From an optimization exercise on the open Yosys and OpenROAD flow, aimed at small area, a short achievable clock period and few clock cycles per item; shortcuts taken in it are not production practice.
Function was checked by simulation only, so behaviour that the tests miss may differ from the original.

==> run a <==
## top_sha
module top_sha(
    input          clk, rst, byte_rdy, byte_stop,
    input  [7:0]   data_in,
    output [255:0] Hash_Digest,
    output         hash_valid
);
export LEC_CHECK = 0
export CAP_MARGIN = 20
export CORE_MARGIN = 2
export CORE_UTILIZATION = 40
export PLACE_DENSITY = 0.6
export SETUP_SLACK_MARGIN = 5
export SLEW_MARGIN = 20
create_clock -name core_clock -period 10.0 [get_ports {clk}]
run.sh (not shown) runs the stock make flow with config.mk's settings and CLKGATE_MAP_FILE= SYNTH_SCRIPT=/design/flow/synth_recipe.tcl, a recipe that flattens the netlist after the stock synthesis.
==> inputs of run b, as changes to run a <==
--- a/flow/design.v
+++ b/flow/design.v
@@ -64,14 +64,13 @@
     wire [31:0] s0  = {x1[6:0], x1[31:7]} ^ {x1[17:0], x1[31:18]} ^ (x1 >> 3);
     wire [31:0] s1  = {x14[16:0], x14[31:17]} ^ {x14[18:0], x14[31:19]} ^ (x14 >> 10);
     wire [31:0] p0 = s0 ^ s1 ^ w[0];
     wire [31:0] q0 = {((s0 & s1) | (s0 & w[0]) | (s1 & w[0])), 1'b0} ;
     wire [31:0] p1 = p0 ^ q0 ^ w[9];
     wire [31:0] q1 = {((p0 & q0) | (p0 & w[9]) | (q0 & w[9])), 1'b0};
-    wire [31:0] w_exp;
-    add32_bk u_exp(.a(p1), .b(q1), .s(w_exp));
+    wire [31:0] w_exp = p1 + q1;
     wire [31:0] w_new = use_exp ? w_exp : in_word;
     integer i;
     always @(posedge clk) begin
         if (push) begin
             for (i = 0; i < 15; i = i + 1)
                 w[i] <= w[i+1];
@@ -136,163 +135,14 @@
             2'd2: begin iva = 32'ha54ff53a; ive = 32'h5be0cd19; end  
             2'd3: begin iva = 32'h3c6ef372; ive = 32'h1f83d9ab; end  
             2'd0: begin iva = 32'hbb67ae85; ive = 32'h9b05688c; end  
             default: begin iva = 32'h6a09e667; ive = 32'h510e527f; end  
         endcase
     end
-    add32_bk u_da(.a(a_in), .b(iva), .s(da));
-    add32_bk u_de(.a(e_in), .b(ive), .s(de));
-endmodule
-module add32_bk(input [31:0] a, b, output [31:0] s);
-    wire [31:0] g0 = a & b, p0 = a ^ b;
-    wire g1 = g0[1] | (p0[1] & g0[0]);
-    wire p1 = p0[1] & p0[0];
-    wire g2 = g0[3] | (p0[3] & g0[2]);
-    wire p2 = p0[3] & p0[2];
-    wire g3 = g0[5] | (p0[5] & g0[4]);
-    wire p3 = p0[5] & p0[4];
-    wire g4 = g0[7] | (p0[7] & g0[6]);
-    wire p4 = p0[7] & p0[6];
-    wire g5 = g0[9] | (p0[9] & g0[8]);
-    wire p5 = p0[9] & p0[8];
-    wire g6 = g0[11] | (p0[11] & g0[10]);
-    wire p6 = p0[11] & p0[10];
-    wire g7 = g0[13] | (p0[13] & g0[12]);
-    wire p7 = p0[13] & p0[12];
-    wire g8 = g0[15] | (p0[15] & g0[14]);
-    wire p8 = p0[15] & p0[14];
-    wire g9 = g0[17] | (p0[17] & g0[16]);
-    wire p9 = p0[17] & p0[16];
-    wire g10 = g0[19] | (p0[19] & g0[18]);
-    wire p10 = p0[19] & p0[18];
-    wire g11 = g0[21] | (p0[21] & g0[20]);
-    wire p11 = p0[21] & p0[20];
-    wire g12 = g0[23] | (p0[23] & g0[22]);
-    wire p12 = p0[23] & p0[22];
-    wire g13 = g0[25] | (p0[25] & g0[24]);
-    wire p13 = p0[25] & p0[24];
-    wire g14 = g0[27] | (p0[27] & g0[26]);
-    wire p14 = p0[27] & p0[26];
-    wire g15 = g0[29] | (p0[29] & g0[28]);
-    wire p15 = p0[29] & p0[28];
-    wire g16 = g0[31] | (p0[31] & g0[30]);
-    wire p16 = p0[31] & p0[30];
-    wire g17 = g2 | (p2 & g1);
-    wire p17 = p2 & p1;
-    wire g18 = g4 | (p4 & g3);
-    wire p18 = p4 & p3;
-    wire g19 = g6 | (p6 & g5);
-    wire p19 = p6 & p5;
-    wire g20 = g8 | (p8 & g7);
-    wire p20 = p8 & p7;
-    wire g21 = g10 | (p10 & g9);
-    wire p21 = p10 & p9;
-    wire g22 = g12 | (p12 & g11);
-    wire p22 = p12 & p11;
-    wire g23 = g14 | (p14 & g13);
-    wire p23 = p14 & p13;
-    wire g24 = g16 | (p16 & g15);
-    wire p24 = p16 & p15;
-    wire g25 = g18 | (p18 & g17);
-    wire p25 = p18 & p17;
-    wire g26 = g20 | (p20 & g19);
-    wire p26 = p20 & p19;
-    wire g27 = g22 | (p22 & g21);
-    wire p27 = p22 & p21;
-    wire g28 = g24 | (p24 & g23);
-    wire p28 = p24 & p23;
-    wire g29 = g26 | (p26 & g25);
-    wire p29 = p26 & p25;
-    wire g30 = g28 | (p28 & g27);
-    wire p30 = p28 & p27;
-    wire g31 = g30 | (p30 & g29);
-    wire p31 = p30 & p29;
-    wire g32 = g27 | (p27 & g29);
-    wire p32 = p27 & p29;
-    wire g33 = g19 | (p19 & g25);
-    wire p33 = p19 & p25;
-    wire g34 = g21 | (p21 & g29);
-    wire p34 = p21 & p29;
-    wire g35 = g23 | (p23 & g32);
-    wire p35 = p23 & p32;
-    wire g36 = g3 | (p3 & g17);
-    wire p36 = p3 & p17;
-    wire g37 = g5 | (p5 & g25);
-    wire p37 = p5 & p25;
-    wire g38 = g7 | (p7 & g33);
-    wire p38 = p7 & p33;
-    wire g39 = g9 | (p9 & g29);
-    wire p39 = p9 & p29;
-    wire g40 = g11 | (p11 & g34);
-    wire p40 = p11 & p34;
-    wire g41 = g13 | (p13 & g32);
-    wire p41 = p13 & p32;
-    wire g42 = g15 | (p15 & g35);
-    wire p42 = p15 & p35;
-    wire g43 = g0[2] | (p0[2] & g1);
-    wire p43 = p0[2] & p1;
-    wire g44 = g0[4] | (p0[4] & g17);
-    wire p44 = p0[4] & p17;
-    wire g45 = g0[6] | (p0[6] & g36);
-    wire p45 = p0[6] & p36;
-    wire g46 = g0[8] | (p0[8] & g25);
-    wire p46 = p0[8] & p25;
-    wire g47 = g0[10] | (p0[10] & g37);
-    wire p47 = p0[10] & p37;
-    wire g48 = g0[12] | (p0[12] & g33);
-    wire p48 = p0[12] & p33;
-    wire g49 = g0[14] | (p0[14] & g38);
-    wire p49 = p0[14] & p38;
-    wire g50 = g0[16] | (p0[16] & g29);
-    wire p50 = p0[16] & p29;
-    wire g51 = g0[18] | (p0[18] & g39);
-    wire p51 = p0[18] & p39;
-    wire g52 = g0[20] | (p0[20] & g34);
-    wire p52 = p0[20] & p34;
-    wire g53 = g0[22] | (p0[22] & g40);
-    wire p53 = p0[22] & p40;
-    wire g54 = g0[24] | (p0[24] & g32);
-    wire p54 = p0[24] & p32;
-    wire g55 = g0[26] | (p0[26] & g41);
-    wire p55 = p0[26] & p41;
-    wire g56 = g0[28] | (p0[28] & g35);
-    wire p56 = p0[28] & p35;
-    wire g57 = g0[30] | (p0[30] & g42);
-    wire p57 = p0[30] & p42;
-    assign s[0] = p0[0];
-    assign s[1] = p0[1] ^ g0[0];
-    assign s[2] = p0[2] ^ g1;
-    assign s[3] = p0[3] ^ g43;
-    assign s[4] = p0[4] ^ g17;
-    assign s[5] = p0[5] ^ g44;
-    assign s[6] = p0[6] ^ g36;
-    assign s[7] = p0[7] ^ g45;
-    assign s[8] = p0[8] ^ g25;
-    assign s[9] = p0[9] ^ g46;
-    assign s[10] = p0[10] ^ g37;
-    assign s[11] = p0[11] ^ g47;
-    assign s[12] = p0[12] ^ g33;
-    assign s[13] = p0[13] ^ g48;
-    assign s[14] = p0[14] ^ g38;
-    assign s[15] = p0[15] ^ g49;
-    assign s[16] = p0[16] ^ g29;
-    assign s[17] = p0[17] ^ g50;
-    assign s[18] = p0[18] ^ g39;
-    assign s[19] = p0[19] ^ g51;
-    assign s[20] = p0[20] ^ g34;
-    assign s[21] = p0[21] ^ g52;
-    assign s[22] = p0[22] ^ g40;
-    assign s[23] = p0[23] ^ g53;
-    assign s[24] = p0[24] ^ g32;
-    assign s[25] = p0[25] ^ g54;
-    assign s[26] = p0[26] ^ g41;
-    assign s[27] = p0[27] ^ g55;
-    assign s[28] = p0[28] ^ g35;
-    assign s[29] = p0[29] ^ g56;
-    assign s[30] = p0[30] ^ g42;
-    assign s[31] = p0[31] ^ g57;
+    assign da = a_in + iva;
+    assign de = e_in + ive;
 endmodule
 module top_sha(
     input          clk, rst, byte_rdy, byte_stop,
     input  [7:0]   data_in,
     output [255:0] Hash_Digest,
     output         hash_valid
--- a/flow/config.mk
+++ b/flow/config.mk
@@ -6,8 +6,7 @@
 export NUM_CORES = 4
 export LEC_CHECK = 0
 export CAP_MARGIN = 20
 export CORE_MARGIN = 2
 export CORE_UTILIZATION = 40
 export PLACE_DENSITY = 0.6
-export SETUP_SLACK_MARGIN = 5
 export SLEW_MARGIN = 20
==> summary.md <==
| Metric | Value |
|---|---|
| Synth Area in XOR/XNOR | `6.822%` |
| Delay-heaviest family, CP | `adder cells` |
| Total number of cells along the worst setup path | `18` |
| Crit. Startpoint | `sch.w[15][2]` |
| Layout cells sized above 1 | `12.93%` |
| Clock buf/inv share | `5.722%` |
| # placed instances | `5562` |
| Status | `no timing/DRC/antenna violations` |
| CP max FO | `3` |
| Comb_multi_in | `2568` |
| Metal2 WL | `73310 µm` |
| Fill cell count | `10240` |
| Die ar. | `118600 µm²` |
| Max incr delay on CP | `570 ps` |
# the run above: run a

==> summary.md <==
| Metric | Value |
|---|---|
| Status | `no timing/DRC/antenna violations` |
| Fill cell count | `10890` |
| Delay-heaviest family, CP | `compound AO/OA/AOI/OAI gates` |
| # placed instances | `6067` |
| Total number of cells along the worst setup path | `15` |
| Layout cells sized above 1 | `5.696%` |
| Metal2 WL | `74530 µm` |
| Crit. Startpoint | `pad.wc[0]` |
| Max incr delay on CP | `640 ps` |
| CP max FO | `32` |
| Die ar. | `122600 µm²` |
# the run above: run b

Testbench counts of run a, summed over its fixed seeds: cycles 33,646, messages 384.
Testbench counts of run b, summed over its fixed seeds: cycles 33,646, messages 384.

-- re-timing with driven ports --
Ports are ideal in the flow. The routed layouts listed here were re-timed in OpenROAD. Step 1 assumes that a clkbuf_16 drives the clock port and a buf_2 every other input. Step 2 moves the port delays by t, midway between the first and last clock arrival at a register: inputs arrive t later, outputs are due t later. That takes back most of the time a late clock gives input paths. a / b / c = ideal / step 1 / step 2; a / b = the first two.
run | shift t [ns] | setup WS [ns] | latest minus earliest clock arrival (ns) | slew at the worst register clock pin (ns) | pins driven straight from the clock port
run a | 0.752 | 4.837 / 4.837 / 4.395 | 0.034 / 0.035 | 0.07 / 0.07 | 1
run b | 0.748 | 4.433 / 4.433 / 4.433 | 0.049 / 0.049 | 0.08 / 0.08 | 1
After both steps setup and hold are still met in every run listed. The setup slack of run a, which loses most, moves by 0.000 ns with the drivers and by -0.442 ns with both steps.
